What follows belongs to an exercise in optimizing a design on an open flow for small area and a short achievable clock period; a production flow would make more cautious choices.
Only simulation tests tie the RTL to the original design; equivalence was not proved.
No activity file was given, so power comes from the tool's default toggle rates.

==> flow/design.v, too long to show whole: its modules and the start of the top module <==
// module float_copro_dp: 1529 lines
// module float_copro_enc: 30 lines
// module float_copro_add: 15 lines
// module float_copro: 62 lines
module float_copro
   (
    input  logic        clk,
    input  logic        copro_valid,
    input  logic        copro_accept,
    input  logic [10:0] copro_opcode,
    input  logic [31:0] copro_op0,
    input  logic [31:0] copro_op1,
    output logic        copro_complete,
    output logic [31:0] copro_result
    );
  // ...
==> flow/flow/run.sh <==
#!/bin/bash
# Standard ORFS layout (the standard.sh) with these changes:
#  - after the standard synthesis, flow/fixinv.py removes the inverters that
#    Yosys's full-adder extraction leaves between adder cells (it flips the
#    polarity of adder cells, which are self-dual), and the netlist is loaded
#    from the result;
#  - then flow/ksadd.py replaces the gates that add the upper result bits in
#    stage 2 (from the hs_r/hc_r propagate/generate registers and cy_r) by a
#    Kogge-Stone adder (kept only if Yosys proves the two netlists
#    equivalent);
#  - then flow/faexp.py rebuilds the full adders of the last tree levels
#    (depth 3 and more) from xor2 and maj3 cells, which are faster;
#  - ports are buffered with buf_1 cells (the standard flow picks a larger
#    delay cell); the resizer still sizes them up where timing needs it;
set -euo pipefail
MARGIN=${MARGIN:-9.7}
SPLIT=21      # S of gen/gen.py: result bits below it come from lo_r
R=orfs/results/$FLOW_PLATFORM/float_copro/base
bash standard.sh synth > log_synth.txt 2>&1
cp $R/1_2_yosys.v $R/1_2_yosys_orig.v
python3 flow/fixinv.py $R/1_2_yosys_orig.v $R/1_2_yosys_fixinv.v > log_fixinv.txt 2>&1
python3 flow/xorbal.py $R/1_2_yosys_fixinv.v $R/1_2_yosys_xorbal.v > log_xorbal.txt 2>&1
python3 flow/ksadd.py $R/1_2_yosys_xorbal.v $R/1_2_yosys_ksadd.v $SPLIT > log_ksadd.txt 2>&1
# keep the Kogge-Stone netlist only if Yosys proves it equivalent to the one before
LIB=$FLOW_HOME/platforms/$FLOW_PLATFORM/lib/sky130_fd_sc_hd__tt_025C_1v80.lib
cat > eq_ksadd.ys <<EOT
read_liberty -overwrite -ignore_miss_func $LIB
read_verilog $R/1_2_yosys_xorbal.v
rename float_copro gold
read_verilog $R/1_2_yosys_ksadd.v
rename float_copro gate
flatten gold gate
opt_clean
equiv_make gold gate eq
hierarchy -top eq
equiv_simple -seq 1
equiv_status -assert
EOT
if $FLOW_HOME/../tools/install/yosys/bin/yosys -q -s eq_ksadd.ys > log_eq_ksadd.txt 2>&1; then
  cp $R/1_2_yosys_ksadd.v $R/1_2_yosys_s2.v
else
  echo "ksadd netlist not proved equivalent; using the one before" >> log_eq_ksadd.txt
  cp $R/1_2_yosys_xorbal.v $R/1_2_yosys_s2.v
fi
python3 flow/faexp.py $R/1_2_yosys_s2.v $R/1_2_yosys.v 3 > log_faexp.txt 2>&1
rm -f $R/1_synth.odb $R/1_synth.sdc
bash standard.sh synth > log_synth_odb.txt 2>&1
for step in floorplan place cts route finish; do
  bash standard.sh SETUP_SLACK_MARGIN=$MARGIN \
    "BUFFER_PORTS_ARGS=-buffer_cell sky130_fd_sc_hd__buf_1" $step > log_$step.txt 2>&1
done
==> flow/flow/faexp.py <==
#!/usr/bin/env python3
"""Replace the full-adder cells of the last adder-tree levels by faster gates.

A sky130 full-adder cell is compact but slow from its inputs to SUM.  The
last levels of the product's adder tree lie on the longest paths of the
multiplier stage, so this script rebuilds each full adder whose depth (in
full adders from the registers) is at least MINDEPTH from two xor2 cells for
the sum and a maj3 cell for the carry.
Usage: faexp.py IN.v OUT.v MINDEPTH"""
import re, sys

inp, outp, mind = sys.argv[1], sys.argv[2], int(sys.argv[3])
LIB = "sky130_fd_sc_hd__"
OUTPINS = {"X", "Y", "Q", "Q_N", "COUT", "SUM", "HI", "LO"}
src = open(inp).read()
m = re.search(r"^\s*" + LIB, src, re.M)
head, body = src[:m.start()], src[m.start():]
end = body.rindex("endmodule")
tail, body = body[end:], body[:end]
inst_re = re.compile(r"\s*(" + LIB + r"\w+)\s+(\S+)\s*\((.*?)\);\s*", re.S)
pin_re = re.compile(r"\.(\w+)\(\s*(.*?)\s*\)\s*(?:,|$)", re.S)
cells, order = {}, []
pos = 0
while pos < len(body):
    mm = inst_re.match(body, pos)
    if not mm:
        if body[pos:].strip():
            sys.exit("unparsed netlist text: " + body[pos:pos + 200])
        break
    typ, name, pins = mm.groups()
    cells[name] = [typ, {p: n.strip() for p, n in pin_re.findall(pins.strip())}]
    order.append(name)
    pos = mm.end()
drv = {}
for c, (t, pm) in cells.items():
    for p, n in pm.items():
        if p in OUTPINS:
            drv[n] = c
def base(c):
    return cells[c][0][len(LIB):]
sys.setrecursionlimit(10000)
memo = {}
def depth(n):
    """full adders on the longest path from a register to net n"""
    if n in memo:
        return memo[n]
    memo[n] = 0
    c = drv.get(n)
    if c is None or base(c).startswith("df"):
        return 0
    d = max([depth(x) for p, x in cells[c][1].items() if p not in OUTPINS] + [0])
    if base(c).startswith("fa_"):
        d += 1
    memo[n] = d
    return d
fadepth = {c: depth(cells[c][1]["SUM"]) for c in order if base(c).startswith("fa_")}
nid = [0]
wires = []
count = 0
for c in list(order):
    if c not in cells or not base(c).startswith("fa_"):
        continue
    pm = cells[c][1]
    if fadepth[c] < mind:
        continue
    a, b, ci = pm["A"], pm["B"], pm["CIN"]
    nid[0] += 1
    t = f"_faexp_n{nid[0]}_"
    wires.append(t)
    del cells[c]
    cells[c + "_x1"] = [LIB + "xor2_1", {"A": a, "B": b, "X": t}]
    cells[c + "_x2"] = [LIB + "xor2_1", {"A": t, "B": ci, "X": pm["SUM"]}]
    cells[c + "_mj"] = [LIB + "maj3_1", {"A": a, "B": b, "C": ci, "X": pm["COUT"]}]
    order += [c + "_x1", c + "_x2", c + "_mj"]
    count += 1
def esc(n):
    return n + " " if n.startswith("\\") else n
def cname(n):
    return n if not n.startswith("\\") else n + " "
out = [head]
for w in wires:
    out.append(f"  wire {w};\n")
for c in order:
    if c in cells:
        t, pm = cells[c]
        out.append(f"  {t} {cname(c)} (\n" + ",\n".join(f"    .{p}({esc(n)})" for p, n in pm.items()) + "\n  );\n")
out.append(tail)
open(outp, "w").write("".join(out))
print(f"faexp: {count} full adders of depth >= {mind} rebuilt from gates", file=sys.stderr)
==> flow/flow/fixinv.py <==
#!/usr/bin/env python3
"""Remove inverters around full adders in a Yosys-written gate netlist.

A full adder is self-dual: FA(~a, ~b, ~c) = (~cout, ~sum).  Yosys's extract_fa
leaves many inverters between adder cells.  This script chooses a polarity for
every full-adder cell (all its pins inverted or not) and for every xor2/xnor2
cell (an xor2 is an xnor2 with its output inverted), so that as few signals as
possible are needed in both polarities, and rebuilds the netlist with one
inverter for each signal that is.  Usage: fixinv.py IN.v OUT.v"""
import re, sys, random, math

LIB = "sky130_fd_sc_hd__"
OUTPINS = {"X", "Y", "Q", "Q_N", "COUT", "SUM", "HI", "LO"}

src = open(sys.argv[1]).read()
m = re.search(r"^\s*" + LIB, src, re.M)
head, body = src[:m.start()], src[m.start():]
end = body.rindex("endmodule")
tail, body = body[end:], body[:end]

inst_re = re.compile(r"\s*(" + LIB + r"\w+)\s+(\S+)\s*\((.*?)\);\s*", re.S)
pin_re = re.compile(r"\.(\w+)\(\s*(.*?)\s*\)\s*(?:,|$)", re.S)
cells, order = {}, []
pos = 0
while pos < len(body):
    mm = inst_re.match(body, pos)
    if not mm:
        if body[pos:].strip():
            sys.exit("unparsed netlist text: " + body[pos:pos + 200])
        break
    typ, name, pins = mm.groups()
    cells[name] = [typ, {p: n.strip() for p, n in pin_re.findall(pins.strip())}]
    order.append(name)
    pos = mm.end()

ports = set()
for mo in re.finditer(r"^\s*(?:output|input)\s+(\[\d+:\d+\]\s*)?(\S+)\s*;", head, re.M):
    rng, nm = mo.groups()
    if rng:
        a, b = map(int, re.findall(r"\d+", rng))
        ports.update(f"{nm}[{i}]" for i in range(min(a, b), max(a, b) + 1))
    ports.add(nm)

def kind(c):
    t = cells[c][0][len(LIB):]
    if t.startswith("inv_") or t.startswith("clkinv_"):
        return "inv"
    if t.startswith("fa_"):
        return "fa"
    if t.startswith("xor2_") or t.startswith("xnor2_"):
        return "x2"
    return "other"

drv, lds = {}, {}
for c, (t, pm) in cells.items():
    for p, n in pm.items():
        (drv.__setitem__(n, (c, p)) if p in OUTPINS else lds.setdefault(n, []).append((c, p)))

# root of every net through inverter chains
def root(n):
    par = 0
    seen = 0
    while n in drv and kind(drv[n][0]) == "inv" and seen < 50:
        n = cells[drv[n][0]][1]["A"]
        par ^= 1
        seen += 1
    return n, par

invs = [c for c in cells if kind(c) == "inv"]
roots = {}   # root net -> {"loads": [(cell, pin, par)], "names": {par: name}}
def R(r):
    return roots.setdefault(r, {"loads": [], "names": {0: r}})
for n in set(list(drv) + list(lds)):
    if n in drv and kind(drv[n][0]) == "inv":
        r, par = root(n)
        R(r)["names"].setdefault(par, n)
for c in cells:
    if kind(c) == "inv":
        continue
    for p, n in cells[c][1].items():
        if p in OUTPINS:
            continue
        r, par = root(n)
        R(r)["loads"].append((c, p, par))
for r, d in roots.items():
    for par, name in list(d["names"].items()):
        pass
port_need = {}
for pn in ports:
    if pn in drv or pn in lds:
        r, par = root(pn)
        if r in roots or pn in drv:
            R(r)
            if roots[r]["names"].get(par) not in (None, pn):
                # two names of the same phase, one a port: keep as is by making the
                # port a separate load that needs that phase
                pass
            roots[r]["names"][par] = pn
            port_need.setdefault(r, set()).add(par)

flip = {c: 0 for c in cells if kind(c) in ("fa", "x2")}
def drvflip(r):
    d = drv.get(r)
    if d is None:
        return 0
    c = d[0]
    return flip.get(c, 0)

def loadflip(c):
    return flip.get(c, 0) if kind(c) == "fa" else 0

def cost_root(r):
    d = roots[r]
    s = drvflip(r)
    need = set()
    for c, p, par in d["loads"]:
        need.add(par ^ loadflip(c) ^ s)
    for par in port_need.get(r, ()):
        need.add(par ^ s)
    return 1 if len(need) > 1 or (need == {1}) else 0
# note: need == {1} alone means every load wants the other phase: 1 inverter

cell_roots = {}
for r, d in roots.items():
    if r in drv:
        cell_roots.setdefault(drv[r][0], set()).add(r)
    for c, p, par in d["loads"]:
        cell_roots.setdefault(c, set()).add(r)

def total():
    return sum(cost_root(r) for r in roots)

start_inv = len(invs)
best = total()
cur = best
bestflip = dict(flip)
vars_ = list(flip)
random.seed(1)
T = 1.0
N = 60000
for it in range(N):
    T = 1.0 * (1 - it / N) + 0.02
    c = random.choice(vars_)
    rs = cell_roots.get(c, ())
    before = sum(cost_root(r) for r in rs)
    flip[c] ^= 1
    after = sum(cost_root(r) for r in rs)
    dlt = after - before
    if dlt <= 0 or random.random() < math.exp(-dlt / T):
        cur += dlt
        if cur < best:
            best = cur
            bestflip = dict(flip)
    else:
        flip[c] ^= 1
flip = bestflip

# rebuild
for c in invs:
    del cells[c]
newid = [0]
new_wires = []
def fresh(base):
    newid[0] += 1
    n = f"_fixinv_{newid[0]}_"
    new_wires.append(n)
    return n
ninv = 0
for r, d in roots.items():
    s = drvflip(r)
    names = dict(d["names"])
    if r in drv:
        # driver output now carries phase s
        pass
    need = {}
    for c, p, par in d["loads"]:
        ph = par ^ loadflip(c)
        need.setdefault(ph, []).append((c, p))
    for par in port_need.get(r, ()):
        need.setdefault(par, [])
    if not need:
        continue
    # the driven net: name of phase s
    if s not in names:
        names[s] = fresh(r)
    if r in drv:
        c, p = drv[r]
        cells[c][1][p] = names[s]
    for ph, lst in need.items():
        if ph not in names:
            names[ph] = fresh(r)
        for c, p in lst:
            cells[c][1][p] = names[ph]
        if ph != s:
            newid[0] += 1
            nm = f"_fixinv_i{newid[0]}_"
            cells[nm] = [LIB + "inv_1", {"A": names[s], "Y": names[ph]}]
            order.append(nm)
            ninv += 1
for c in cells:
    if kind(c) == "fa" and flip[c]:
        pass  # pins already rewired by phase; the cell itself is unchanged

for c in list(cells):
    if kind(c) == "x2" and flip[c]:
        t = cells[c][0]
        pm = cells[c][1]
        if "xnor2_" in t:
            cells[c][0] = t.replace("xnor2_", "xor2_")
            pm["X"] = pm.pop("Y")
        else:
            cells[c][0] = t.replace("xor2_", "xnor2_")
            pm["Y"] = pm.pop("X")
out = [head]
for w in new_wires:
    out.append(f"  wire {w};\n")
for c in order:
    if c in cells:
        t, pm = cells[c]
        out.append(f"  {t} {c} (\n" + ",\n".join(f"    .{p}({n}{' ' if n.startswith(chr(92)) else ''})" for p, n in pm.items()) + "\n  );\n")
out.append(tail)
open(sys.argv[2], "w").write("".join(out))
print(f"fixinv: inverters {start_inv} -> {ninv} (model {best}); flipped {sum(flip.values())} cells",
      file=sys.stderr)
==> flow/flow/ksadd.py <==
#!/usr/bin/env python3
"""Rebuild the adder in front of the upper result bits as a Kogge-Stone adder.

In stage 2, copro_result[S+i] = p_i ^ carry_i, where p_i (register hs_r[i])
and g_i (register hc_r[i]) are the propagate/generate pairs of the upper
bits and the carry into them starts with cy_r.  ABC maps this adder as
slack permits in its own view, which ignores the output delay.  This script
removes the gates in the fan-in of those output ports and puts in a
Kogge-Stone prefix tree of alternating a21oi/o21ai and nand2/nor2 cells.
With MODE sc the registers hs_r/hc_r hold the two carry-save rows instead,
and the propagate/generate pairs are formed here first.
Usage: ksadd.py IN.v OUT.v S [pg|sc]"""
import re, sys

inp, outp, S = sys.argv[1], sys.argv[2], int(sys.argv[3])
MODE = sys.argv[4] if len(sys.argv) > 4 else "pg"
LIB = "sky130_fd_sc_hd__"
OUTPINS = {"X", "Y", "Q", "Q_N", "COUT", "SUM", "HI", "LO"}
src = open(inp).read()
m = re.search(r"^\s*" + LIB, src, re.M)
head, body = src[:m.start()], src[m.start():]
end = body.rindex("endmodule")
tail, body = body[end:], body[:end]
inst_re = re.compile(r"\s*(" + LIB + r"\w+)\s+(\S+)\s*\((.*?)\);\s*", re.S)
pin_re = re.compile(r"\.(\w+)\(\s*(.*?)\s*\)\s*(?:,|$)", re.S)
cells, order = {}, []
pos = 0
while pos < len(body):
    mm = inst_re.match(body, pos)
    if not mm:
        if body[pos:].strip():
            sys.exit("unparsed netlist text: " + body[pos:pos + 200])
        break
    typ, name, pins = mm.groups()
    cells[name] = [typ, {p: n.strip() for p, n in pin_re.findall(pins.strip())}]
    order.append(name)
    pos = mm.end()
drv, lds = {}, {}
for c, (t, pm) in cells.items():
    for p, n in pm.items():
        (drv.__setitem__(n, c) if p in OUTPINS else lds.setdefault(n, []).append(c))

def base(c):
    return cells[c][0][len(LIB):]

pq, gq, cy = {}, {}, None
for c, (t, pm) in cells.items():
    if not base(c).startswith("dfxtp"):
        continue
    nm = c.lstrip("\\")
    mo = re.match(r"hs_r\[(\d+)\]", nm)
    if mo:
        pq[int(mo.group(1))] = pm["Q"]
    mo = re.match(r"hc_r\[(\d+)\]", nm)
    if mo:
        gq[int(mo.group(1))] = pm["Q"]
    if nm.startswith("cy_r"):
        cy = pm["Q"]
H = 32 - S
assert cy and all(i in pq for i in range(H)), (cy, sorted(pq))
outs = [f"copro_result[{S + i}]" for i in range(H)]

# gates in the fan-in of the upper outputs, back to registers
cone, stack = set(), list(outs)
while stack:
    n = stack.pop()
    c = drv.get(n)
    if c is None or c in cone or base(c).startswith("df"):
        continue
    cone.add(c)
    stack += [x for p, x in cells[c][1].items() if p not in OUTPINS]
for c in cone:
    for p, n in cells[c][1].items():
        if p in OUTPINS:
            for l in lds.get(n, []):
                assert l in cone, f"{c} also feeds {l}"
for c in cone:
    del cells[c]

nid = [0]
wires = []
def net():
    nid[0] += 1
    w = f"_ksadd_n{nid[0]}_"
    wires.append(w)
    return w
def cell(typ, pins):
    nid[0] += 1
    nm = f"_ksadd_c{nid[0]}_"
    cells[nm] = [LIB + typ, pins]
    order.append(nm)
def inv(s):
    y = net()
    cell("inv_1", {"A": s, "Y": y})
    return y

# propagate/generate of every upper bit, as (net, inverted)
pbit, gbit = {}, {}
for i in range(H):
    if MODE == "pg" or i not in gq:
        pbit[i] = (pq[i], 0)
        gbit[i] = (gq[i], 0) if (MODE == "pg" and i in gq) else (None, 0)
    else:
        y = net()
        cell("xnor2_1", {"A": pq[i], "B": gq[i], "Y": y})
        pbit[i] = (y, 1)
        y = net()
        cell("nand2_1", {"A": pq[i], "B": gq[i], "Y": y})
        gbit[i] = (y, 1)
# node k: position 0 = carry in (g = cy, p = 0), position k = bit k-1
G = [(cy, 0)] + [gbit[k - 1] for k in range(1, H)]
P = [None] + [pbit[k - 1] for k in range(1, H)]
def topol(sig, want):
    s, pol = sig
    return s if pol == want else inv(s)
d = 1
while d < H:
    nG, nP = list(G), list(P)
    for k in range(d, H):
        gk, pk, gj = G[k], P[k], G[k - d]
        if pk is None or gj[0] is None:
            continue       # propagate 0 or nothing to pass on: G unchanged
        if gk[0] is None:  # generate 0: G = P_k & G_j
            pol = pk[1]
            a, b = topol(pk, pol), topol(gj, pol)
            y = net()
            cell("nand2_1" if pol == 0 else "nor2_1", {"A": a, "B": b, "Y": y})
            nG[k] = (y, 1 - pol)
        else:
            pol = gk[1]
            a1, a2, b1 = topol(pk, pol), topol(gj, pol), gk[0]
            y = net()
            cell("a21oi_1" if pol == 0 else "o21ai_1", {"A1": a1, "A2": a2, "B1": b1, "Y": y})
            nG[k] = (y, 1 - pol)
        pj = P[k - d]
        if pj is None:
            nP[k] = None
        else:
            pol = pk[1]
            a, b = topol(pk, pol), topol(pj, pol)
            y = net()
            cell("nand2_1" if pol == 0 else "nor2_1", {"A": a, "B": b, "Y": y})
            nP[k] = (y, 1 - pol)
    G, P = nG, nP
    d *= 2
for i in range(H):
    c, pol = G[i]
    pn, ppol = pbit[i]
    if c is None:
        cell("buf_1" if ppol == 0 else "inv_1", {"A": pn, ("X" if ppol == 0 else "Y"): outs[i]})
    elif pol == ppol:
        cell("xor2_1", {"A": pn, "B": c, "X": outs[i]})
    else:
        cell("xnor2_1", {"A": pn, "B": c, "Y": outs[i]})

ndrv = {}
for c, (t, pm) in cells.items():
    for p, n in pm.items():
        if p in OUTPINS:
            ndrv[n] = ndrv.get(n, 0) + 1
assert all(v == 1 for v in ndrv.values()), "a net with two drivers"
assert all(ndrv.get(o) == 1 for o in outs)

def esc(n):
    return n + " " if n.startswith("\\") else n
out = [head]
for w in wires:
    out.append(f"  wire {w};\n")
for c in order:
    if c in cells:
        t, pm = cells[c]
        out.append(f"  {t} {c} (\n" + ",\n".join(f"    .{p}({esc(n)})" for p, n in pm.items()) + "\n  );\n")
out.append(tail)
open(outp, "w").write("".join(out))
print(f"ksadd: replaced {len(cone)} gates by a {H}-bit Kogge-Stone adder", file=sys.stderr)
==> flow/flow/xorbal.py <==
#!/usr/bin/env python3
"""Rebalance xor trees in a gate netlist by estimated arrival time.

ABC sees the logic between full-adder cells with every input arriving at the
same time, so the parity of the top product column (an xor of many adder
outputs) often has its latest inputs at the bottom of the tree.  This pass
finds every tree of xor2/xnor2/xor3/xnor3 cells (each inner cell feeding only
the next one), estimates when each leaf signal arrives with a coarse delay
model, and rebuilds the tree from xor2 cells, always joining the two earliest
signals (an xnor2 at the root when the parity is inverted).
Usage: xorbal.py IN.v OUT.v"""
import re, sys

LIB = "sky130_fd_sc_hd__"
OUTPINS = {"X", "Y", "Q", "Q_N", "COUT", "SUM", "HI", "LO"}

src = open(sys.argv[1]).read()
m = re.search(r"^\s*" + LIB, src, re.M)
head, body = src[:m.start()], src[m.start():]
end = body.rindex("endmodule")
tail, body = body[end:], body[:end]
inst_re = re.compile(r"\s*(" + LIB + r"\w+)\s+(\S+)\s*\((.*?)\);\s*", re.S)
pin_re = re.compile(r"\.(\w+)\(\s*(.*?)\s*\)\s*(?:,|$)", re.S)
cells, order = {}, []
pos = 0
while pos < len(body):
    mm = inst_re.match(body, pos)
    if not mm:
        if body[pos:].strip():
            sys.exit("unparsed netlist text: " + body[pos:pos + 200])
        break
    typ, name, pins = mm.groups()
    cells[name] = [typ, {p: n.strip() for p, n in pin_re.findall(pins.strip())}]
    order.append(name)
    pos = mm.end()
ports = set()
for mo in re.finditer(r"^\s*(?:output|input)\s+(\[\d+:\d+\]\s*)?(\S+)\s*;", head, re.M):
    rng, nm = mo.groups()
    if rng:
        a, b = map(int, re.findall(r"\d+", rng))
        ports.update(f"{nm}[{i}]" for i in range(min(a, b), max(a, b) + 1))
    ports.add(nm)

def base(c):
    return re.sub(r"_\d+$", "", cells[c][0][len(LIB):])

XOR = {"xor2": (["A", "B"], "X", 0), "xnor2": (["A", "B"], "Y", 1),
       "xor3": (["A", "B", "C"], "X", 0), "xnor3": (["A", "B", "C"], "X", 1)}

def build():
    drv, lds = {}, {}
    for c, (t, pm) in cells.items():
        for p, n in pm.items():
            if p in OUTPINS:
                drv[n] = (c, p)
            else:
                lds.setdefault(n, []).append((c, p))
    return drv, lds
drv, lds = build()

DELAY = {"fa": {"SUM": 0.5, "COUT": 0.42}, "ha": {"SUM": 0.3, "COUT": 0.25},
         "dfxtp": {"Q": 0.4}, "xor2": 0.2, "xnor2": 0.2, "xor3": 0.35, "xnor3": 0.35,
         "inv": 0.07, "buf": 0.15, "clkbuf": 0.15}
memo = {}
def arrival(n, depth=0):
    if n in memo:
        return memo[n]
    d = drv.get(n)
    if d is None or depth > 400:
        return 0.0
    c, p = d
    b = base(c)
    dl = DELAY.get(b, 0.2)
    if isinstance(dl, dict):
        dl = dl.get(p, 0.3)
    dl += 0.02 * len(lds.get(n, []))
    if b.startswith("dfxtp") or b.startswith("dfrtp"):
        t = dl
    else:
        t = dl + max([arrival(x, depth + 1) for q, x in cells[c][1].items()
                      if q not in OUTPINS] + [0.0])
    memo[n] = t
    return t

def is_x(c):
    return c in cells and base(c) in XOR

def inner(c):
    """c is an inner node: its output feeds exactly one load, an xor cell."""
    out = cells[c][1][XOR[base(c)][1]]
    l = lds.get(out, [])
    return out not in ports and len(l) == 1 and is_x(l[0][0])

sys.setrecursionlimit(10000)
for n in list(drv):
    arrival(n)
QUANT = 0.8
roots = [c for c in order if is_x(c) and not inner(c)]
newid = [0]
new_wires = []
changed = 0
for r in roots:
    leaves, parity, members = [], 0, []
    stack = [r]
    while stack:
        c = stack.pop()
        members.append(c)
        ins, out, inv = XOR[base(c)]
        parity ^= inv
        for p in ins:
            n = cells[c][1][p]
            d = drv.get(n)
            if d and is_x(d[0]) and inner(d[0]) and d[0] not in members:
                stack.append(d[0])
            else:
                # an inverter in front of the tree only flips its parity
                while d and d[0] in cells and base(d[0]) in ("inv", "clkinv"):
                    n = cells[d[0]][1]["A"]
                    parity ^= 1
                    d = drv.get(n)
                leaves.append(n)
    if len(leaves) < 3:
        continue
    # equal leaves cancel
    cnt = {}
    for n in leaves:
        cnt[n] = cnt.get(n, 0) + 1
    leaves = [n for n in cnt for _ in range(cnt[n] % 2)]
    if len(leaves) < 2:
        continue
    # arrival estimates are coarse: quantize them so that leaves of about the
    # same arrival are joined in balanced trees rather than chains
    items = sorted((round(arrival(n) / QUANT) * QUANT, n) for n in leaves)
    rout = cells[r][1][XOR[base(r)][1]]
    for c in members:
        del cells[c]
    while len(items) > 1:
        (t0, x), (t1, y) = items[0], items[1]
        items = items[2:]
        last = not items
        newid[0] += 1
        nm = f"_xorbal_{newid[0]}_"
        if last:
            o = rout
            typ = "xnor2_1" if parity else "xor2_1"
        else:
            o = f"_xorbal_n{newid[0]}_"
            new_wires.append(o)
            typ = "xor2_1"
        cells[nm] = [LIB + typ, {"A": x, "B": y, ("Y" if typ.startswith("xnor") else "X"): o}]
        order.append(nm)
        items.append((max(t0, t1) + 0.2, o))
        items.sort()
    changed += 1

# drop inverters left without loads
while True:
    drv, lds = build()
    dead = [c for c in cells if base(c) in ("inv", "clkinv")
            and not lds.get(cells[c][1]["Y"]) and cells[c][1]["Y"] not in ports]
    if not dead:
        break
    for c in dead:
        del cells[c]

out = [head]
for w in new_wires:
    out.append(f"  wire {w};\n")
for c in order:
    if c in cells:
        t, pm = cells[c]
        out.append(f"  {t} {c} (\n" + ",\n".join(
            f"    .{p}({n}{' ' if n.startswith(chr(92)) else ''})" for p, n in pm.items()) + "\n  );\n")
out.append(tail)
open(sys.argv[2], "w").write("".join(out))
print(f"xorbal: rebuilt {changed} xor trees", file=sys.stderr)
==> flow/standard.sh <==
#!/bin/bash
# synth_recipe.tcl (not shown) runs the flow's synth.tcl, then flattens the netlist and writes it again
# the make line also repeats each setting of config.mk as NAME=value (left out here)
make -C /OpenROAD-flow-scripts/flow DESIGN_CONFIG=/design/flow/config.mk WORK_HOME=/design/flow/orfs CLKGATE_MAP_FILE= SYNTH_SCRIPT=/design/flow/synth_recipe.tcl "${@:-finish}"
==> flow/config.mk <==
export PLATFORM = sky130hd
export DESIGN_NAME = float_copro
export DESIGN_NICKNAME = float_copro
export VERILOG_FILES = /design/flow/design.v
export SDC_FILE = /design/flow/constraint.sdc
export NUM_CORES = 4
export LEC_CHECK = 0
export CAP_MARGIN = 20
export CORE_MARGIN = 2
export CORE_UTILIZATION = 65
export SLEW_MARGIN = 20
==> flow/constraint.sdc <==
create_clock -name core_clock -period 14.0 [get_ports {clk}]
set_input_delay 2.8000 -clock core_clock [delete_from_list [all_inputs] [get_ports {clk}]]
set_output_delay 2.8000 -clock core_clock [all_outputs]
set_load 0.01 [all_outputs]
==> results_dict.tcl, run 1 <==
set metrics [dict create \
    multi_input_area_sq_um 12200 \
    grtUsageMet3_pct 7.22 \
    bufAreaShareNonClock_pct 4.48 \
    cts_buffers 17 \
    critical_path_required_ns 11.20 \
    wl_met2_mm 20.1 \
    grt_pass1_wl_mm 68.8 \
    top_regs "b_r: 32 flops, c_r: 32 flops, lo_r: 21 flops" \
    start_util_pct 65.5 \
    top_usage_layer "met2" \
    worst-path-max-fanout 4 \
    clk_pin_slew_worst_paths_ns 0.07 \
    multi_input_area_share_pct 70.3 \
    worstHoldPathCells 2 \
    outcome "no timing/DRC/antenna violations" \
    p_total_mw 3.22 \
    worstPathArrival_ns 1.61 \
    cts.htree.levels 4 \
    power.internal_mw 1.76 \
    dr.pass1.iters 9 \
    root_buffer "clkbuf_16" \
    place.gp.congestion 0.912 \
    track_usage_pct 34.2 \
    insertion_delay_ns 0.44 \
    drtAntennaViolNets 0 \
    holdWs_ns 0.563 \
    ir_drop_mv 0.171 \
    switching_share_pct 45.5 \
    finalWorstSetupSlack_ns 9.59 \
    fin_tns_setup_ns 0 \
    fin_util_pct 71.9 \
    multi_input_cells 1304 \
    clock_skew_ns 0.0171 \
    reg2reg_from "b_r[10]" \
    cts.hold.buffers_added 0 \
    syn_inst 1625 \
    route.met3.wl_mm 4.16 \
    sh_seq_area_pct 19.0 \
    cp_cell_sequence "a21oi_4 > o21ai_2 > a21oi_2 > o21ai_2 > xor2_1 > buf_2" \
    ys_warn_count 1 \
    syn_nets 1912 \
    cp-startpoint "hs_r[2]" \
    final.period_utilization_pct 31.5 \
    p_clk_share_pct 15.1 \
    endpoint_kind "output pin" \
]
==> run 2: changes to the inputs <==
--- a/flow/flow/run.sh
+++ b/flow/flow/run.sh
@@ -15,3 +15,3 @@
 set -euo pipefail
-MARGIN=${MARGIN:-9.7}
+MARGIN=${MARGIN:-9.5}
 SPLIT=21      # S of gen/gen.py: result bits below it come from lo_r
--- a/flow/config.mk
+++ b/flow/config.mk
@@ -10,2 +10,4 @@
 export CORE_UTILIZATION = 65
+export CTS_CLUSTER_DIAMETER = 200
+export CTS_CLUSTER_SIZE = 40
 export SLEW_MARGIN = 20
==> run 2 against run 1 <==
Against the previous run: design area fell by 1.6%; sequential share of layout area is 0.11 points higher; highest routed layer unchanged; critical path depth did not move.
==> results_dict.tcl, run 2 <==
set metrics [dict create \
    fmax_mhz 226 \
    drive_above_1_share_pct 8.16 \
    hp-class "flop to flop" \
    port_buffers 101 \
    insertedDiodeCount 0 \
    critPathMostFrequentCell "inv_1" \
    dpl.cell_count 1944 \
    slowest_delay_ns 0.41 \
    p_leak_nw 6.84 \
    drc_errors 0 \
    clock_path_buffers 2 \
    reg2reg_slack_ns 9.64 \
    stdcell_count 1979 \
    place_ws_ns 9.07 \
    min_period_ns 4.43 \
    tritoncts "yes" \
    root_buffer "clkbuf_16" \
    ys_warn_count 1 \
    layout_commonest_cell "xnor2_1" \
    finalWorstSetupSlack_ns 9.57 \
    clock_skew_ns 0.0259 \
    dr.pass1.iters 6 \
    dieWidth_um 160 \
    vias 12500 \
    wirelength_mm 43.6 \
    start_kind "flop" \
    critical_path_required_ns 11.20 \
    powerDensity_nw_per_um2 186 \
    power.internal_mw 1.72 \
    endpoint_kind "output pin" \
    switching_share_pct 45.6 \
    final.period_utilization_pct 31.6 \
    r2r-end "lo_r[20]" \
    fp.dieArea_sq_um 25500 \
    track_usage_pct 34.6 \
    cp-startpoint "cy_r" \
    cp_slowest_cell "dfxtp_4" \
    reg2reg_from "b_r[10]" \
    drt_iter0_markers 1393 \
    hold_viol_final 0 \
    grt_pass1_vias 12500 \
    worstPathArrival_ns 1.63 \
    die_h_um 160 \
    place_area_sq_um 16300 \
    p_comb_share_pct 64.2 \
    maxCapViolCount 0 \
    cts_buffers 17 \
    grt_overflow 0 \
    ir_drop_mv 0.180 \
    tightest_slew_ns 1.02 \
    cp_cell_sequence "inv_1 > o21ai_2 > inv_1 > o21ai_1 > xor2_1 > clkbuf_2" \
    postSynthAreaPerCell_sq_um 9.71 \
    nNetsFinal 1929 \
    p_sw_mw 1.44 \
    syn_nets 1912 \
    syn2layout_area_growth_pct 8.07 \
    insertion_delay_ns 0.45 \
    seq_power_share_pct 20.1 \
    final_cell_mix "xnor2_1, a22oi_1, xor2_1" \
    outcome "no timing/DRC/antenna violations" \
    dpl.hpwl_mm 30.2 \
    clk_pin_slew_worst_paths_ns 0.10 \
    cts.htree.levels 4 \
    detail_route.vias_per_cell 6.31 \
    start_util_pct 65.5 \
    crit_end "copro_result[31]" \
    drtAntennaViolNets 0 \
    synth_area_sq_um 15800 \
    place.gp.congestion 0.910 \
    drv_slew 0 \
    design_area_sq_um 17100 \
    setup_viol 0 \
    cts_sinks 161 \
    worst-path-max-fanout 4 \
    worstSetupPathType "flop to output pin" \
    antenna_found_initial 0 \
    p_total_mw 3.17 \
    syn_inst 1625 \
    top_regs "b_r: 32 flops, c_r: 32 flops, lo_r: 21 flops" \
    wl_per_cell_um 22.0 \
    num_io_pins 111 \
    grt_max_degree 51 \
    design.core.area_sq_um 24100 \
    grt_pass1_wl_mm 69.4 \
    slew_headroom_pct 32.3 \
    grt_setup_unrepaired "yes" \
    rows 57 \
    fillers 1999 \
    p_clk_share_pct 15.6 \
    fin_tns_setup_ns 0 \
    r2r_cells 16 \
]
run 2: worst min path at each step:
stage / startpoint / to / slack, ns / cells past startpoint
after floorplan: cnt[3] / cnt[2] / 0.52 / 2
final: cnt[1] / cnt[1] / 0.55 / 2
after global routing: cnt[1] / cnt[1] / 0.56 / 2
after CTS: cnt[3] / cnt[2] / 0.57 / 2
after detailed placement: cnt[3] / cnt[2] / 0.56 / 2
after global placement: cnt[1] / cnt[1] / 0.55 / 2
run 2: area by class of cell:
class / instances / area, sq um / share of cell area [%]
Clock inverter: 14 / 164 / 0.961
Multi-Input combinational cell: 1304 / 12000 / 70.5
Sequential cell: 161 / 3260 / 19.1
Inverter: 18 / 71.3 / 0.418
Timing Repair Buffer: 140 / 688 / 4.03
Clock buffer: 18 / 439 / 2.57
Tap cell: 324 / 405 / 2.38
run 2: stage by stage:
stage,util (%),hold slack (ns)
after detailed placement,67.5,0.561
final,70.8,0.548
after CTS,70.2,0.574
after floorplan,-,0.524
after global placement,67.5,0.553
after global routing,70.8,0.565
run 2: power by group through the flow:
stage / registers, mW / logic, mW / clock network, mW
5_1_grt: 0.646 / 2.28 / 0.517
4_1_cts: 0.630 / 2.02 / 0.501
3_3_place_gp: 0.636 / 1.94 / 0
2_1_floorplan: 0.628 / 1.56 / 0
3_5_place_dp: 0.637 / 2.01 / 0
6_report: 0.638 / 2.03 / 0.496
run 2: worst max-delay path, delay by kind of cell (launching register included):
family          cells  cell delay [ns]
flops               1             0.41
xor+xnor            1             0.15
buf+inv             3             0.26
compound gates      2             0.35
run 2: layer usage:
| layer | routed length (um) | track usage (%) | vias to the layer above |
|---|---|---|---|
| met1 | 18100 | 47.9 | 6091 |
| met3 | 4220 | 7.14 | 103 |
| li1 | - | - | 5636 |
| met5 | 0 | 0 | - |
| met2 | 19800 | 53.6 | 659 |
| met4 | 1560 | 13.3 | 0 |
run 2: what timing repair did:
action | CTS | global route
gates resized for setup | 12 | 44
pin swaps | 1 | 2
setup buffers | 0 | 3
hold buffers | 0 | 0
setup endpoints to repair | 12 | 14
==> run 3: changes to the inputs <==
--- a/flow/config.mk
+++ b/flow/config.mk
@@ -10,4 +10,3 @@
 export CORE_UTILIZATION = 65
-export CTS_CLUSTER_DIAMETER = 200
-export CTS_CLUSTER_SIZE = 40
 export SLEW_MARGIN = 20
+export TNS_END_PERCENT = 20
==> run 3 against run 2 <==
Against the previous run: via count increased by 0.90%; largest power group unchanged; critical endpoint unchanged; clock power is 0.8% lower; design area shrank 0.15%.
==> results_dict.tcl, run 3 <==
set metrics [dict create \
    final.period_utilization_pct 31.9 \
    top_regs "b_r: 32 flops, c_r: 32 flops, lo_r: 21 flops" \
    insertion_delay_ns 0.44 \
    track_usage_pct 34.2 \
    layout_commonest_cell "xnor2_1" \
    drt_iter0_markers 1412 \
    ys_warn_count 1 \
    start_util_pct 65.5 \
    p_total_mw 3.17 \
    drc_errors 0 \
    grt_overflow 0 \
    place_ws_ns 9.06 \
    fin_util_pct 70.7 \
    endpoint_kind "output pin" \
    hold_viol_final 0 \
    crit_buf_inv 3 \
    drv_slew 0 \
    dpl.cell_count 1944 \
    die_h_um 160 \
    ir_drop_mv 0.178 \
    slowest_delay_ns 0.43 \
    port_buffers 101 \
    grtUsageMet3_pct 6.62 \
    outcome "no timing/DRC/antenna violations" \
    use_met2_pct 54.7 \
    root_buffer "clkbuf_16" \
    dieWidth_um 160 \
    clock_skew_ns 0.0157 \
    cts_sinks 161 \
    cts.hold.buffers_added 0 \
    nNetsFinal 1928 \
    fin_tns_setup_ns 0 \
    fmax_mhz 224 \
    maxCapViolCount 0 \
    setup_viol 0 \
    design_area_sq_um 17000 \
    place_area_sq_um 16300 \
    clock_path_buffers 2 \
    p_leak_nw 6.82 \
    dr.pass1.iters 6 \
    design.core.area_sq_um 24100 \
    drive_above_1_share_pct 7.62 \
    start_kind "flop" \
    worstPathArrival_ns 1.67 \
    clk_pin_slew_worst_paths_ns 0.08 \
    final_cell_mix "xnor2_1, a22oi_1, xor2_1" \
    cp_cell_sequence "inv_1 > o21ai_2 > inv_1 > o21ai_1 > xor2_1 > buf_1" \
    dpl.hpwl_mm 30.0 \
    fp.dieArea_sq_um 25500 \
    cp_slowest_cell "dfxtp_2" \
    syn_inst 1625 \
    postSynthAreaPerCell_sq_um 9.71 \
    grt_pass1_vias 12500 \
    grt_use_met1_pct 46.8 \
    drtAntennaViolNets 0 \
    critical_path_required_ns 11.20 \
    powerDensity_nw_per_um2 186 \
    num_io_pins 111 \
    stdcell_count 1978 \
    vias 12600 \
    insertedDiodeCount 0 \
    cts_buffers 17 \
    worstSetupPathType "flop to output pin" \
    wl_per_cell_um 21.9 \
    top_usage_layer "met2" \
    min_period_ns 4.47 \
    worst-path-max-fanout 5 \
    antenna_found_initial 0 \
    syn2layout_area_growth_pct 7.91 \
    holdWs_ns 0.542 \
    tritoncts "yes" \
    finalWorstSetupSlack_ns 9.53 \
    tightest_slew_ns 1.00 \
    grt_setup_unrepaired "yes" \
    rows 57 \
    grt_max_degree 51 \
    cts.htree.levels 4 \
    critPathMostFrequentCell "inv_1" \
    place.gp.congestion 0.910 \
    cp_top_family "flip-flops" \
    wirelength_mm 43.4 \
    synth_area_sq_um 15800 \
    syn_nets 1912 \
    detail_route.vias_per_cell 6.37 \
    slew_headroom_pct 33.2 \
    hp-class "flop to flop" \
    grt_pass1_wl_mm 69.0 \
]
run 3: repair_timing:
| item | in CTS | in global routing |
|---|---|---|
| setup endpoints to repair | 12 | 16 |
| resized for setup | 8 | 40 |
| pin swaps | 0 | 2 |
| setup buffers | 0 | 2 |
run 3: final timing paths:
path	start	end	slack, ns	cells after the start
setup / recovery	cy_r	copro_result[31]	9.53	6
hold / removal	cnt[1]	cnt[1]	0.54	2
setup reg to reg	one_r[0]	lo_r[20]	9.59	16
hold reg to reg	cnt[1]	cnt[1]	0.54	2
run 3: routing by layer:
layer  vias up  part of all wire, %
li1       5640                    -
met1      6098                   41
met2       742                   45
met3       122                   10
met4         0                  3.3
met5         -                    0
run 3: final cells by class:
| cell class | instances | area [sq um] |
|---|---|---|
| multi-input combinational | 1304 | 12000 |
| fill | 1984 | 7070 |
| sequential | 161 | 3250 |
| timing repair buffer | 139 | 686 |
| clock buffer | 18 | 439 |
| tap | 324 | 405 |
| clock inverter | 14 | 164 |
| inverter | 18 | 71.3 |
run 3: worst min-delay path: cells and delay by family, from the launching register on:
family / cells / cell delay [ns]
compound gates: 1 / 0.05
flops: 1 / 0.35
simple gates: 1 / 0.10
run 3: power breakdown:
group | switching, mW | internal, mW
sequential | 0.0654 | 0.572
combinational | 1.14 | 0.902
clock | 0.246 | 0.246
total | 1.45 | 1.72
==> run 4: changes to the inputs <==
--- a/flow/flow/run.sh
+++ b/flow/flow/run.sh
@@ -15,3 +15,3 @@
 set -euo pipefail
-MARGIN=${MARGIN:-9.5}
+MARGIN=${MARGIN:-9.6}
 SPLIT=21      # S of gen/gen.py: result bits below it come from lo_r
--- a/flow/config.mk
+++ b/flow/config.mk
@@ -11,2 +11 @@
 export SLEW_MARGIN = 20
-export TNS_END_PERCENT = 20
==> run 4 against run 3 <==
Against the previous run: final cell count up 0.20%; global-route usage is 0.37 points higher; via count fell by 0.59%; non-clock buffer count rose by 4; combinational power increased by 2%; flip-flop and latch count is the same.
==> results_dict.tcl, run 4 <==
set metrics [dict create \
    outcome "no timing/DRC/antenna violations" \
    grt_setup_unrepaired "yes" \
    finalWorstSetupSlack_ns 9.55 \
    setup_viol 0 \
    wirelength_mm 43.8 \
    r2r-end "lo_r[19]" \
    grt_overflow 0 \
    drc_errors 0 \
    drive_above_1_share_pct 10.7 \
    powerDensity_nw_per_um2 188 \
    track_usage_pct 34.6 \
    insertion_delay_ns 0.44 \
    power.internal_mw 1.78 \
    grt_pass1_vias 12700 \
    worst-path-max-fanout 4 \
    postSynthAreaPerCell_sq_um 9.71 \
    syn2layout_area_growth_pct 9.67 \
    endpoint_kind "output pin" \
    place.gp.congestion 0.910 \
    drv_slew 0 \
    clock_path_buffers 2 \
    p_sw_mw 1.47 \
    reg2reg_slack_ns 9.67 \
    num_io_pins 111 \
    rows 57 \
    dpl.hpwl_mm 30.1 \
    final_cell_mix "xnor2_1, a22oi_1, xor2_1" \
    maxCapViolCount 0 \
    place_ws_ns 9.05 \
    worstHoldPathCells 2 \
    min_period_ns 4.45 \
    p_leak_nw 6.92 \
    cts.hold.buffers_added 0 \
    fillers 1919 \
    p_total_mw 3.25 \
    syn_inst 1625 \
    start_util_pct 65.5 \
    synth_area_sq_um 15800 \
    p_comb_share_pct 64.1 \
    clock_skew_ns 0.0147 \
    fp.dieArea_sq_um 25500 \
    cts_sinks 161 \
    critical_path_required_ns 11.20 \
    die_h_um 160 \
    worstPathArrival_ns 1.65 \
    hold_viol_final 0 \
    root_buffer "clkbuf_16" \
    antenna_found_initial 0 \
    final.period_utilization_pct 31.8 \
    detail_route.vias_per_cell 6.32 \
    holdPathEnd "cnt[1]" \
    ys_warn_count 1 \
    cts_buffers 17 \
    top_regs "b_r: 32 flops, c_r: 32 flops, lo_r: 21 flops" \
    start_kind "flop" \
    layout_commonest_cell "xnor2_1" \
    port_buffers 101 \
    vias 12500 \
    dpl.cell_count 1944 \
    syn_nets 1912 \
    drtAntennaViolNets 0 \
    reg2reg_from "b_r[10]" \
    place_area_sq_um 16300 \
    nNetsFinal 1932 \
    hp-start "cnt[1]" \
    insertedDiodeCount 0 \
    ir_drop_mv 0.174 \
    drt_iter0_markers 1189 \
    grt_pass1_wl_mm 69.8 \
    switching_share_pct 45.2 \
    dieWidth_um 160 \
    tightest_slew_ns 0.915 \
    design_area_sq_um 17300 \
    cts.htree.levels 4 \
    seq_power_share_pct 20.1 \
    slew_headroom_pct 39.0 \
    r2r_cells 15 \
    worstSetupPathType "flop to output pin" \
    wl_per_cell_um 22.1 \
    hp-class "flop to flop" \
    clk_pin_slew_worst_paths_ns 0.08 \
    dr.pass1.iters 8 \
    stdcell_count 1982 \
    fin_tns_setup_ns 0 \
    design.core.area_sq_um 24100 \
    grt_max_degree 51 \
    fmax_mhz 225 \
    tritoncts "yes" \
    p_clk_share_pct 15.8 \
]
==> run 4: power by group through the flow <==
stage                     sequential, mW  combinational (mW)  clock, mW
after global placement             0.636                1.94          0
final                              0.655                2.08      0.512
after floorplan                    0.628                1.56          0
after global routing               0.663                2.33      0.535
after detailed placement           0.637                2.01          0
after CTS                          0.634                2.04      0.518
==> run 4: how the worst max path moves through the flow <==
stage / start / depth (start not counted) / slack, ns / to
3_3_place_gp: copro_opcode[1] / 3 / 8.85 / neg_r[7]
2_1_floorplan: neg_r[0] / 16 / 9.62 / lo_r[20]
5_1_grt: two_r[1] / 14 / 9.51 / lo_r[20]
4_1_cts: two_r[1] / 16 / 9.58 / lo_r[20]
3_5_place_dp: b_r[9] / 14 / 9.05 / lo_r[20]
6_report: hs_r[1] / 6 / 9.55 / copro_result[29]
==> run 4: worst max-delay path, stage by stage (launching register included) <==
cell	delay [ns]
dfxtp_4	0.39
a21oi_4	0.23
o21ai_2	0.11
a21oi_2	0.14
o21ai_2	0.07
xor2_1	0.13
buf_2	0.14
==> run 4: repair_timing <==
action	CTS	global route
setup buffers	4	2
pin swaps	4	21
gates resized for setup	37	87
endpoints found under the setup margin	17	30
==> run 4: cell type report <==
class	instances	area, sq um	area share (%)
well taps	324	405	2.34
clock buffers	18	429	2.48
multi-input cells	1304	12200	70.3
repair buffers	143	751	4.34
flip-flops and latches	161	3290	19.0
inverters	18	71.3	0.412
clock inverters	14	190	1.10
==> run 4: through the flow <==
step	hold slack [ns]	utilization (%)
2_1_floorplan	0.524	-
3_3_place_gp	0.553	67.5
6_report	0.565	71.8
4_1_cts	0.550	70.6
3_5_place_dp	0.555	67.5
5_1_grt	0.588	71.8
==> run 4: routing by layer <==
layer	wire (um)	GRT usage (%)	vias to the layer above
li1	-	-	5647
met1	18700	47.7	6128
met2	19800	54.1	654
met3	4100	7.87	99
met4	1230	11.5	0
met5	0	0	-

## what the ideal ports hide
The flow's constraints put no driver on any port. The routed layouts listed below were extracted and timed again, unchanged, in two steps. Step 1, drivers: a clkbuf_16 drives clk and a buf_2 each remaining input, both assumed. Step 2, shift: input delay + t, output delay - t, t = (earliest + latest rising clock arrival at the registers) / 2. This alone moves slack from input paths to output paths. a / b / c = no drivers / after step 1 / after step 2; a / b = the first two.
run | t (ns) | setup slack, ns | slew at the worst register clock pin (ns)
run 1 | 0.482 | 9.591 / 9.538 / 9.603 | 0.09 / 0.09
run 2 | 0.487 | 9.570 / 9.519 / 9.252 | 0.10 / 0.10
run 3 | 0.479 | 9.532 / 9.481 / 9.209 | 0.09 / 0.09
run 4 | 0.483 | 9.552 / 9.501 / 9.279 | 0.09 / 0.09
After both steps setup and hold are still met in every run listed. The setup slack of run 3, which loses most, moves by -0.051 ns with the drivers and by -0.323 ns with both steps.
